What follows belongs to an exercise in optimizing a design on an open flow for small area; a production flow would make more cautious choices. Where RTL was checked, it was by simulation tests only, not by an equivalence proof against the original.

==> inputs of 08-12 <==
==> flow/design.v <==
`timescale 1ns / 1ps
module baud_decode(baud_control, tx_count, rx_count, rx_half, tx_btu, rx_btu);
    input    [3:0]  baud_control;
    input   [18:0]  tx_count, rx_count;
    input           rx_half;           
    output          tx_btu, rx_btu;
    wire    [18:0]  rx_c = {rx_count[18:1], rx_count[0] | rx_half};
    function automatic covers(input [18:0] c, input [3:0] code);
        case (code)
            4'd0:    covers = &(c | ~19'd333_333);
            4'd1:    covers = &(c | ~19'd83_333);
            4'd2:    covers = &(c | ~19'd41_667);
            4'd3:    covers = &(c | ~19'd20_833);
            4'd5:    covers = &(c | ~19'd5_208);
            4'd6:    covers = &(c | ~19'd2_604);
            4'd7:    covers = &(c | ~19'd1_736);
            4'd8:    covers = &(c | ~19'd868);
            4'd9:    covers = &(c | ~19'd434);
            4'd10:   covers = &(c | ~19'd217);
            4'd11:   covers = &(c | ~19'd109);
            default: covers = &(c | ~19'd10_417);
        endcase
    endfunction
    assign tx_btu = covers(tx_count, baud_control);
    assign rx_btu = covers(rx_c, baud_control);
endmodule
`timescale 1ns / 1ps
module PED(reset, clk, rise, ped);
    input       clk, reset, rise;
    output      ped;
    reg         p1, ped;
    always @(posedge clk)
        if (reset) begin
            p1  <= 1'b1;
            ped <= 1'b0;
        end else begin
            p1  <= rise;
            ped <= p1;
        end
endmodule
`timescale 1ns / 1ps
module Rx_engine(clk, rst, BTU, count, START, EIGHT, PEN, OHEL, RX,
                 READS, UART_RDATA, PERR, FERR, OVF, RX_RDY, rise);
    input           clk, rst;
    input           BTU;
    output [18:0]   count;
    output          START;
    input           EIGHT, PEN, OHEL;
    input           RX;
    input           READS;
    output  [7:0]   UART_RDATA;
    output          PERR, FERR, OVF, RX_RDY, rise;
    reg             active;           
    reg    [18:0]   count;
    reg     [3:0]   bit_count;
    reg     [9:0]   shift_reg;        
    reg             PERR, FERR, OVF, RX_RDY;
    wire            bc0   = (bit_count == 4'd0);
    assign          START = active & bc0;    
    wire            DONE  = bit_count[3] & (bit_count[0] | (EIGHT ^ PEN))
                                         & (bit_count[1] | ~(EIGHT | PEN));
    assign          rise  = DONE & ~RX_RDY;
    always @(posedge clk, posedge rst)
        if (rst)
            active <= 1'b0;
        else
            active <= (~active | bc0) ? ~RX : ~DONE;
    always @(posedge clk) begin
        count     <= (active & ~BTU) ?
                     {count[18:1] + {17'b0, count[0] | START}, ~count[0] & ~START} : 19'd0;
        bit_count <= active ? bit_count + {3'b0, BTU} : 4'd0;
    end
    wire            shift = BTU & active & ~bc0;
    always @(posedge clk)
        if (rst)
            shift_reg <= 10'b0;
        else if (shift)
            shift_reg <= {RX, (EIGHT & PEN) ? shift_reg[9] : RX,
                          (EIGHT | PEN) ? shift_reg[8] : RX, shift_reg[7:1]};
    assign UART_RDATA = shift_reg[7:0];
    wire Stop_Bit = (EIGHT & PEN) ? shift_reg[9] : (EIGHT | PEN) ? shift_reg[8] : shift_reg[7];
    wire Parity_Error = PEN & DONE & (^shift_reg[7:0] ^ (EIGHT & shift_reg[8]) ^ OHEL);
    always @(posedge clk)
        if (rst) begin
            PERR   <= 1'b0;
            FERR   <= 1'b0;
            OVF    <= 1'b0;
            RX_RDY <= 1'b0;
        end else begin
            if (Parity_Error)             PERR <= 1'b1;
            else if (READS)               PERR <= 1'b0;
            if (~Stop_Bit & DONE)         FERR <= 1'b1;
            else if (READS)               FERR <= 1'b0;
            if (DONE & active & RX_RDY)   OVF  <= 1'b1;
            else if (READS)               OVF  <= 1'b0;
            if (DONE)                     RX_RDY <= 1'b1;
            else if (READS)               RX_RDY <= 1'b0;
        end
endmodule
`timescale 1ns / 1ps
module transmit_engine(clk, rst, write, out_port, eight, pen, ohel,
                       btu, count, TxRdy, Tx, rise);
    input           clk, rst;
    input           write, eight, pen, ohel;
    input           btu;
    output [18:0]   count;
    input   [7:0]   out_port;
    output          TxRdy, Tx, rise;
    reg             TxRdy, doit;
    reg    [18:0]   count;
    reg     [3:0]   bit_count;
    reg             write_reg;
    reg    [10:0]   shift_reg;
    wire            done = (bit_count == 4'd11);
    assign          rise = done & ~TxRdy;
    assign          Tx   = shift_reg[0];
    always @(posedge clk, posedge rst)
        if (rst) begin
            TxRdy <= 1'b1;
            doit  <= 1'b0;
        end else begin
            if (done)       TxRdy <= 1'b1;
            else if (write) TxRdy <= 1'b0;
            if (write)      doit  <= 1'b1;
            else if (done)  doit  <= 1'b0;
        end
    always @(posedge clk) begin
        count     <= (doit & ~btu) ? count + 19'd1 : 19'd0;
        bit_count <= doit ? bit_count + {3'b0, btu} : 4'd0;
        write_reg <= write;
    end
    wire            par = ^out_port[6:0] ^ (eight & out_port[7]) ^ ohel;
    wire            b9  = eight ? out_port[7] : (pen ? par : 1'b1);
    wire            b10 = (eight & pen) ? par : 1'b1;
    always @(posedge clk)
        if (rst)
            shift_reg[0] <= 1'b1;
        else if (write_reg)
            shift_reg[0] <= 1'b1;
        else if (btu)
            shift_reg[0] <= shift_reg[1];
    always @(posedge clk)
        if (write_reg)
            shift_reg[1] <= 1'b0;
        else if (btu)
            shift_reg[1] <= shift_reg[2];
    always @(posedge clk)
        if (write)
            shift_reg[10:2] <= {b10, b9, out_port[6:0]};
        else if (btu & ~write_reg)
            shift_reg[10:2] <= {1'b1, shift_reg[10:3]};
endmodule
`timescale 1ns / 1ps
module UART(clk, rst, WRITES, READS, UDI, RX, UART_INT, TX, UDO);
    input               clk, rst, RX;
    input       [7:0]   READS, WRITES;
    input       [7:0]   UDI;
    output              TX, UART_INT;
    output      [7:0]   UDO;
    reg         [7:1]   UART_config;
    reg         [7:0]   UDO;
    wire       [18:0]   tx_count, rx_count;
    wire                tx_btu, rx_btu, rx_half;
    wire        [7:0]   UART_RDATA;
    wire                TX_RDY, RX_RDY, TX_RISE, RX_RISE;
    wire                PERR, FERR, OVF;
    always @(posedge clk)
        if (rst)
            UART_config <= 7'b0;
        else if (WRITES[6])
            UART_config <= UDI[7:1];
    baud_decode
        BAUD_DECODE(.baud_control(UART_config[7:4]),
                    .tx_count(tx_count),
                    .rx_count(rx_count),
                    .rx_half(rx_half),
                    .tx_btu(tx_btu),
                    .rx_btu(rx_btu));
    Rx_engine
        RX_engine   (.clk(clk),
                     .rst(rst),
                     .BTU(rx_btu),
                     .count(rx_count),
                     .START(rx_half),
                     .EIGHT(UART_config[3]),
                     .PEN(UART_config[2]),
                     .OHEL(UART_config[1]),
                     .RX(RX),
                     .READS(READS[0]),
                     .UART_RDATA(UART_RDATA),
                     .PERR(PERR),
                     .FERR(FERR),
                     .OVF(OVF),
                     .RX_RDY(RX_RDY),
                     .rise(RX_RISE));
    transmit_engine
        TX_engine   (.clk(clk),
                     .rst(rst),
                     .write(WRITES[0]),
                     .out_port(UDI),
                     .eight(UART_config[3]),
                     .pen(UART_config[2]),
                     .ohel(UART_config[1]),
                     .btu(tx_btu),
                     .count(tx_count),
                     .TxRdy(TX_RDY),
                     .Tx(TX),
                     .rise(TX_RISE));
    always @(*)
        if (READS[0])
            UDO = UART_RDATA;
        else if (READS[1])
            UDO = {3'b0, OVF, FERR, PERR, TX_RDY, RX_RDY};
        else
            UDO = 8'b0;
    PED
        IntPED (.reset(rst), .clk(clk), .rise(RX_RISE | TX_RISE), .ped(UART_INT));
endmodule
==> flow/run.sh <==
#!/bin/bash
# synth_recipe.tcl (not shown) runs the flow's synth.tcl, then flattens the netlist and writes it again
# the make line also repeats each setting of config.mk as NAME=value (left out here)
make -C /OpenROAD-flow-scripts/flow DESIGN_CONFIG=/design/flow/config.mk WORK_HOME=/design/flow/orfs CLKGATE_MAP_FILE= SYNTH_SCRIPT=/design/flow/synth_recipe.tcl finish
==> flow/config.mk <==
export PLATFORM = sky130hd
export DESIGN_NAME = UART
export DESIGN_NICKNAME = UART
export VERILOG_FILES = /design/flow/design.v
export SDC_FILE = /design/flow/constraint.sdc
export NUM_CORES = 4
export LEC_CHECK = 0
export CAP_MARGIN = 20
export CORE_MARGIN = 2
export CORE_UTILIZATION = 40
export SLEW_MARGIN = 20
==> flow/constraint.sdc <==
create_clock -name core_clock -period 10.0 [get_ports {clk}]
set_input_delay 2.0000 -clock core_clock [delete_from_list [all_inputs] [get_ports {clk}]]
set_output_delay 2.0000 -clock core_clock [all_outputs]
set_load 0.01 [all_outputs]
==> 10-01: changes against 08-12 <==
--- a/flow/design.v
+++ b/flow/design.v
@@ -79,8 +79,12 @@
                           (EIGHT | PEN) ? shift_reg[8] : RX, shift_reg[7:1]};
     assign UART_RDATA = shift_reg[7:0];
     wire Stop_Bit = (EIGHT & PEN) ? shift_reg[9] : (EIGHT | PEN) ? shift_reg[8] : shift_reg[7];
-    wire Parity_Error = PEN & DONE & (^shift_reg[7:0] ^ (EIGHT & shift_reg[8]) ^ OHEL);
-    always @(posedge clk)
+    reg             par;
+    always @(posedge clk)
+        if (BTU)
+            par <= ~START & (par ^ RX);
+    wire Parity_Error = PEN & DONE & (par ^ Stop_Bit ^ OHEL);
+    always @(posedge clk, posedge rst)
         if (rst) begin
             PERR   <= 1'b0;
             FERR   <= 1'b0;
==> flow/flow/run.sh (new file) <==
#!/bin/bash
# The standard layout (standard.sh), with three changes:
#  - synthesis maps the logic with an area-oriented ABC script (flow/area.abc);
#    everything else in synthesis is ORFS's and the standard flow's own script;
#  - the port buffers are the smallest buffer cell;
#  - the clock tree is built without dummy loads.
set -euo pipefail
here=$(pwd)
export AREA_SYNTH_DIR=$here
sed 's#^source $::env(SCRIPTS_DIR)/synth_preamble.tcl$#source $::env(SCRIPTS_DIR)/synth_preamble.tcl\nlset abc_args 1 '"$here"'/flow/area.abc#' \
  "$FLOW_HOME/scripts/synth.tcl" > my_synth.tcl
grep -q "flow/area.abc" my_synth.tcl
bash standard.sh "SYNTH_SCRIPT=$here/flow/area_synth.tcl" \
  "BUFFER_PORTS_ARGS=-buffer_cell sky130_fd_sc_hd__buf_1" \
  "CTS_ARGS=-sink_clustering_enable -repair_clock_nets -dont_use_dummy_load -sink_clustering_size 42 -sink_clustering_max_diameter 300 -sink_buffer_max_cap_derate 1.0 -buf_list sky130_fd_sc_hd__clkbuf_8" \
  finish > standard_flow.log 2>&1
==> flow/flow/area.abc (new file) <==
&get -n
&st
&syn2
&dch
&nf -p -R 1000
&st
&syn2
&dch
&nf -p -R 1000
&st
&syn2
&dch
&nf -p -R 1000
&st
&syn2
&dch
&nf -p -R 1000
&put
==> flow/flow/area_synth.tcl (new file) <==
# synth_recipe.tcl's synthesis (ORFS synth.tcl, without the fsm and share
# passes, flattened, function nets renamed), with ABC mapping for area:
# my_synth.tcl is ORFS's synth.tcl with the ABC script set to area.abc.
proc synth {args} { yosys synth -nofsm -noshare {*}$args }
source $::env(AREA_SYNTH_DIR)/my_synth.tcl
# left out here: clear keep_hierarchy, flatten, clean up, hide names made inside functions, write 1_2_yosys.v
==> flow/standard.sh (new file) <==
#!/bin/bash
# synth_recipe.tcl (not shown) runs the flow's synth.tcl, then flattens the netlist and writes it again
# the make line also repeats each setting of config.mk as NAME=value (left out here)
make -C /OpenROAD-flow-scripts/flow DESIGN_CONFIG=/design/flow/config.mk WORK_HOME=/design/flow/orfs CLKGATE_MAP_FILE= SYNTH_SCRIPT=/design/flow/synth_recipe.tcl "${@:-finish}"
- CORE_UTILIZATION: 40 -> 70
- PLACE_DENSITY: default -> 0.75
removed: flow/run.sh
==> 05-11: changes against 08-12 <==
--- a/flow/design.v
+++ b/flow/design.v
@@ -79,8 +79,12 @@
                           (EIGHT | PEN) ? shift_reg[8] : RX, shift_reg[7:1]};
     assign UART_RDATA = shift_reg[7:0];
     wire Stop_Bit = (EIGHT & PEN) ? shift_reg[9] : (EIGHT | PEN) ? shift_reg[8] : shift_reg[7];
-    wire Parity_Error = PEN & DONE & (^shift_reg[7:0] ^ (EIGHT & shift_reg[8]) ^ OHEL);
-    always @(posedge clk)
+    reg             par;
+    always @(posedge clk)
+        if (BTU)
+            par <= ~START & (par ^ RX);
+    wire Parity_Error = PEN & DONE & (par ^ Stop_Bit ^ OHEL);
+    always @(posedge clk, posedge rst)
         if (rst) begin
             PERR   <= 1'b0;
             FERR   <= 1'b0;
==> flow/flow/run.sh (new file) <==
#!/bin/bash
# The standard layout (standard.sh), with three changes:
#  - synthesis maps the logic with an area-oriented ABC script (flow/area.abc);
#    everything else in synthesis is ORFS's and the standard flow's own script;
#  - the port buffers are the smallest buffer cell;
#  - the clock tree is built without dummy loads.
set -euo pipefail
here=$(pwd)
export AREA_SYNTH_DIR=$here
sed 's#^source $::env(SCRIPTS_DIR)/synth_preamble.tcl$#source $::env(SCRIPTS_DIR)/synth_preamble.tcl\nlset abc_args 1 '"$here"'/flow/area.abc#' \
  "$FLOW_HOME/scripts/synth.tcl" > my_synth.tcl
grep -q "flow/area.abc" my_synth.tcl
bash standard.sh "SYNTH_SCRIPT=$here/flow/area_synth.tcl" \
  "BUFFER_PORTS_ARGS=-buffer_cell sky130_fd_sc_hd__buf_1" \
  "CTS_ARGS=-sink_clustering_enable -repair_clock_nets -dont_use_dummy_load" \
  finish > standard_flow.log 2>&1
==> flow/flow/area.abc (new file) <==
&get -n
&st
&syn2
&dch
&nf -p -R 1000
&st
&syn2
&dch
&nf -p -R 1000
&st
&syn2
&dch
&nf -p -R 1000
&st
&syn2
&dch
&nf -p -R 1000
&put
==> flow/flow/area_synth.tcl (new file) <==
# synth_recipe.tcl's synthesis (ORFS synth.tcl, without the fsm and share
# passes, flattened, function nets renamed), with ABC mapping for area:
# my_synth.tcl is ORFS's synth.tcl with the ABC script set to area.abc.
proc synth {args} { yosys synth -nofsm -noshare {*}$args }
source $::env(AREA_SYNTH_DIR)/my_synth.tcl
# left out here: clear keep_hierarchy, flatten, clean up, hide names made inside functions, write 1_2_yosys.v
==> flow/standard.sh (new file) <==
#!/bin/bash
# synth_recipe.tcl (not shown) runs the flow's synth.tcl, then flattens the netlist and writes it again
# the make line also repeats each setting of config.mk as NAME=value (left out here)
make -C /OpenROAD-flow-scripts/flow DESIGN_CONFIG=/design/flow/config.mk WORK_HOME=/design/flow/orfs CLKGATE_MAP_FILE= SYNTH_SCRIPT=/design/flow/synth_recipe.tcl "${@:-finish}"
removed: flow/run.sh
==> 05-06: changes against 08-12 <==
==> flow/design.v, changed modules only <==
module baud_decode(baud_control, tx_count, rx_count, rx_half, tx_btu, rx_btu);
    input    [3:0]  baud_control;
    input   [18:0]  tx_count, rx_count;
    input           rx_half;           
    output          tx_btu, rx_btu;
    reg             tx_end;
    wire    [18:0]  c = tx_count;
    always @(*)
        case (baud_control)
            4'd0    : tx_end = c[18] & c[17] & ~c[16] & ~c[15] & ~c[14] & c[13] & ~c[12] & c[11] & c[10] & ~c[8] & ~c[7] & c[6] & ~c[5] & ~c[4] & c[3] & ~c[1] & ~c[0];  
            4'd1    : tx_end = c[18] & ~c[16] & ~c[15] & c[14] & ~c[13] & c[12] & c[11] & ~c[9] & ~c[8] & ~c[6] & ~c[5] & c[4] & ~c[1] & ~c[0];  
            4'd2    : tx_end = c[17] & ~c[16] & ~c[15] & c[14] & c[13] & c[12] & c[11] & ~c[10] & c[9] & ~c[8] & ~c[7] & ~c[5] & ~c[3];  
            4'd3    : tx_end = ~c[14] & c[13] & c[12] & ~c[10] & c[9] & c[8] & ~c[7] & c[5] & c[4] & ~c[3] & ~c[2] & ~c[1];  
            4'd5    : tx_end = c[18] & c[17] & c[15] & ~c[14] & c[13] & ~c[12] & c[11] & ~c[9] & ~c[8] & c[5];  
            4'd6    : tx_end = c[18] & ~c[17] & ~c[15] & c[14] & c[13] & c[12] & c[9] & ~c[8] & ~c[7];  
            4'd7    : tx_end = ~c[11] & c[8] & c[6] & ~c[5] & c[4] & c[1] & ~c[0];  
            4'd8    : tx_end = c[17] & c[16] & ~c[15] & c[14] & ~c[11] & ~c[6];  
            4'd9    : tx_end = ~c[13] & c[4] & ~c[3] & c[1] & ~c[0];  
            4'd10   : tx_end = ~c[16] & c[14] & ~c[10];  
            4'd11   : tx_end = ~c[18] & c[17] & ~c[14];  
            default : tx_end = ~c[17] & c[16] & ~c[15] & c[14] & ~c[12] & c[11] & ~c[9] & ~c[8] & c[7] & ~c[6] & ~c[2];  
        endcase
    assign tx_btu = tx_end;
    wire    [18:0]  rx_c = {rx_count[18:1], rx_count[0] | rx_half};
    function automatic covers(input [18:0] c, input [3:0] code);
        case (code)
            4'd0:    covers = &(c | ~19'd333_333);
            4'd1:    covers = &(c | ~19'd83_333);
            4'd2:    covers = &(c | ~19'd41_667);
            4'd3:    covers = &(c | ~19'd20_833);
            4'd5:    covers = &(c | ~19'd5_208);
            4'd6:    covers = &(c | ~19'd2_604);
            4'd7:    covers = &(c | ~19'd1_736);
            4'd8:    covers = &(c | ~19'd868);
            4'd9:    covers = &(c | ~19'd434);
            4'd10:   covers = &(c | ~19'd217);
            4'd11:   covers = &(c | ~19'd109);
            default: covers = &(c | ~19'd10_417);
        endcase
    endfunction
    assign rx_btu = covers(rx_c, baud_control);
endmodule
module Rx_engine(clk, rst, BTU, count, START, EIGHT, PEN, OHEL, RX,
                 READS, UART_RDATA, PERR, FERR, OVF, RX_RDY, rise);
    input           clk, rst;
    input           BTU;
    output [18:0]   count;
    output          START;
    input           EIGHT, PEN, OHEL;
    input           RX;
    input           READS;
    output  [7:0]   UART_RDATA;
    output          PERR, FERR, OVF, RX_RDY, rise;
    reg             active;           
    reg    [18:0]   count;
    reg     [3:0]   bit_count;
    reg     [9:0]   shift_reg;        
    reg             PERR, FERR, OVF, RX_RDY;
    wire            bc0   = (bit_count == 4'd0);
    assign          START = active & bc0;    
    wire            DONE  = bit_count[3] & (bit_count[0] | (EIGHT ^ PEN))
                                         & (bit_count[1] | ~(EIGHT | PEN));
    assign          rise  = DONE & ~RX_RDY;
    always @(posedge clk, posedge rst)
        if (rst)
            active <= 1'b0;
        else
            active <= (~active | bc0) ? ~RX : ~DONE;
    always @(posedge clk) begin
        count     <= (active & ~BTU) ?
                     {count[18:1] + {17'b0, count[0] | START}, ~count[0] & ~START} : 19'd0;
        bit_count <= active ? bit_count + {3'b0, BTU} : 4'd0;
    end
    wire            shift = BTU & active & ~bc0;
    always @(posedge clk)
        if (rst)
            shift_reg <= 10'b0;
        else if (shift)
            shift_reg <= {RX, (EIGHT & PEN) ? shift_reg[9] : RX,
                          (EIGHT | PEN) ? shift_reg[8] : RX, shift_reg[7:1]};
    assign UART_RDATA = shift_reg[7:0];
    wire Stop_Bit = (EIGHT & PEN) ? shift_reg[9] : (EIGHT | PEN) ? shift_reg[8] : shift_reg[7];
    reg             par;
    always @(posedge clk)
        if (BTU)
            par <= ~START & (par ^ RX);
    wire Parity_Error = PEN & DONE & (par ^ Stop_Bit ^ OHEL);
    always @(posedge clk, posedge rst)
        if (rst) begin
            PERR   <= 1'b0;
            FERR   <= 1'b0;
            OVF    <= 1'b0;
            RX_RDY <= 1'b0;
        end else begin
            if (Parity_Error)             PERR <= 1'b1;
            else if (READS)               PERR <= 1'b0;
            if (~Stop_Bit & DONE)         FERR <= 1'b1;
            else if (READS)               FERR <= 1'b0;
            if (DONE & active & RX_RDY)   OVF  <= 1'b1;
            else if (READS)               OVF  <= 1'b0;
            if (DONE)                     RX_RDY <= 1'b1;
            else if (READS)               RX_RDY <= 1'b0;
        end
endmodule
module transmit_engine(clk, rst, write, out_port, eight, pen, ohel,
                       btu, count, TxRdy, Tx, rise);
    input           clk, rst;
    input           write, eight, pen, ohel;
    input           btu;
    output [18:0]   count;
    input   [7:0]   out_port;
    output          TxRdy, Tx, rise;
    reg             TxRdy, doit;
    reg    [18:0]   count;
    reg     [3:0]   bit_count;
    reg             write_reg;
    reg    [10:0]   shift_reg;
    wire            done = (bit_count == 4'd11);
    assign          rise = done & ~TxRdy;
    assign          Tx   = shift_reg[0];
    always @(posedge clk, posedge rst)
        if (rst) begin
            TxRdy <= 1'b1;
            doit  <= 1'b0;
        end else begin
            if (done)       TxRdy <= 1'b1;
            else if (write) TxRdy <= 1'b0;
            if (write)      doit  <= 1'b1;
            else if (done)  doit  <= 1'b0;
        end
    always @(posedge clk) begin
        count     <= (doit & ~btu) ? {count[17:0], ~(count[18] ^ count[17])} : 19'd0;
        bit_count <= doit ? bit_count + {3'b0, btu} : 4'd0;
        write_reg <= write;
    end
    wire            par = ^out_port[6:0] ^ (eight & out_port[7]) ^ ohel;
    wire            b9  = eight ? out_port[7] : (pen ? par : 1'b1);
    wire            b10 = (eight & pen) ? par : 1'b1;
    always @(posedge clk)
        if (rst)
            shift_reg[0] <= 1'b1;
        else if (write_reg)
            shift_reg[0] <= 1'b1;
        else if (btu)
            shift_reg[0] <= shift_reg[1];
    always @(posedge clk)
        if (write_reg)
            shift_reg[1] <= 1'b0;
        else if (btu)
            shift_reg[1] <= shift_reg[2];
    always @(posedge clk)
        if (write)
            shift_reg[10:2] <= {b10, b9, out_port[6:0]};
        else if (btu & ~write_reg)
            shift_reg[10:2] <= {1'b1, shift_reg[10:3]};
endmodule
==> flow/flow/run.sh (new file) <==
#!/bin/bash
# The standard layout (standard.sh), with three changes:
#  - synthesis maps the logic with an area-oriented ABC script (flow/area.abc);
#    everything else in synthesis is ORFS's and the standard flow's own script;
#  - the port buffers are the smallest buffer cell;
#  - the clock tree is built without dummy loads.
set -euo pipefail
here=$(pwd)
export AREA_SYNTH_DIR=$here
sed 's#^source $::env(SCRIPTS_DIR)/synth_preamble.tcl$#source $::env(SCRIPTS_DIR)/synth_preamble.tcl\nlset abc_args 1 '"$here"'/flow/area.abc#' \
  "$FLOW_HOME/scripts/synth.tcl" > my_synth.tcl
grep -q "flow/area.abc" my_synth.tcl
bash standard.sh "SYNTH_SCRIPT=$here/flow/area_synth.tcl" \
  "BUFFER_PORTS_ARGS=-buffer_cell sky130_fd_sc_hd__buf_1" \
  "CTS_ARGS=-sink_clustering_enable -repair_clock_nets -dont_use_dummy_load" \
  finish > standard_flow.log 2>&1
==> flow/flow/area.abc (new file) <==
&get -n
&st
&dc2
&dch -f
&nf -p -a -R 1000
&st
&dc2
&dch -f
&nf -p -a -R 1000
&st
&dc2
&dch -f
&nf -p -a -R 1000
&st
&dc2
&dch -f
&nf -p -a -R 1000
&st
&dc2
&dch -f
&nf -p -a -R 1000
&put
==> flow/flow/area_synth.tcl (new file) <==
# synth_recipe.tcl's synthesis (ORFS synth.tcl, without the fsm and share
# passes, flattened, function nets renamed), with ABC mapping for area:
# my_synth.tcl is ORFS's synth.tcl with the ABC script set to area.abc.
proc synth {args} { yosys synth -nofsm -noshare {*}$args }
source $::env(AREA_SYNTH_DIR)/my_synth.tcl
# left out here: clear keep_hierarchy, flatten, clean up, hide names made inside functions, write 1_2_yosys.v
==> flow/standard.sh (new file) <==
#!/bin/bash
# synth_recipe.tcl (not shown) runs the flow's synth.tcl, then flattens the netlist and writes it again
# the make line also repeats each setting of config.mk as NAME=value (left out here)
make -C /OpenROAD-flow-scripts/flow DESIGN_CONFIG=/design/flow/config.mk WORK_HOME=/design/flow/orfs CLKGATE_MAP_FILE= SYNTH_SCRIPT=/design/flow/synth_recipe.tcl "${@:-finish}"
- CORE_UTILIZATION: 40 -> 70
- PLACE_DENSITY: default -> 0.75
removed: flow/run.sh
==> run summary <==
- 05-11 passed the timing, DRC and antenna checks. 08-12 ran to the end with no violations. 05-06 finished with timing, DRC and antenna clean. 10-01 produced a clean layout.
- Against 08-12, the synthesized area of 05-11 is lower by 10%.
- In 05-11 the worst hold slack is better than in 05-06, by 0.016 ns.
- The highest maximum frequency belongs to 10-01, the lowest to 08-12.
- In critical path depth, 05-06 and 10-01 do not differ.
Function not checked in 08-12 and 05-06: the RTL went through the layout flow alone.

[separate check: timing with driven ports]
The results above use ideal ports. As a check the final layouts listed here were re-extracted and re-timed, cells and wires unchanged. Step 1: set_driving_cell puts a clkbuf_16 on clk and a buf_2 on each other input, an assumption about the parent block. Step 2 moves the port delays by t, midway between the first and last clock arrival at a register: inputs arrive t later, outputs are due t later. That takes back most of the time a late clock gives input paths. a / b / c = ideal / step 1 / step 2; a / b = the first two.
run | t (ns) | slack for setup (ns) | worst setup path at the end | latest minus earliest clock arrival (ns) | worst slew at a driven data input, ns
08-12 | 0.392 | 4.432 / 4.410 / 4.410 | input to output | 0.009 / 0.009 | 0.03
10-01 | 0.380 | 5.232 / 5.210 / 5.210 | input to output | 0.018 / 0.018 | 0.03
05-11 | 0.381 | 5.183 / 5.153 / 5.153 | input to output | 0.034 / 0.034 | 0.04
05-06 | 0.377 | 5.208 / 5.184 / 5.184 | input to output | 0.032 / 0.031 | 0.03
After both steps setup and hold are still met in every run listed. For 05-11, which loses most, drivers alone change the setup slack by -0.030 ns; drivers and shift together by -0.030 ns.
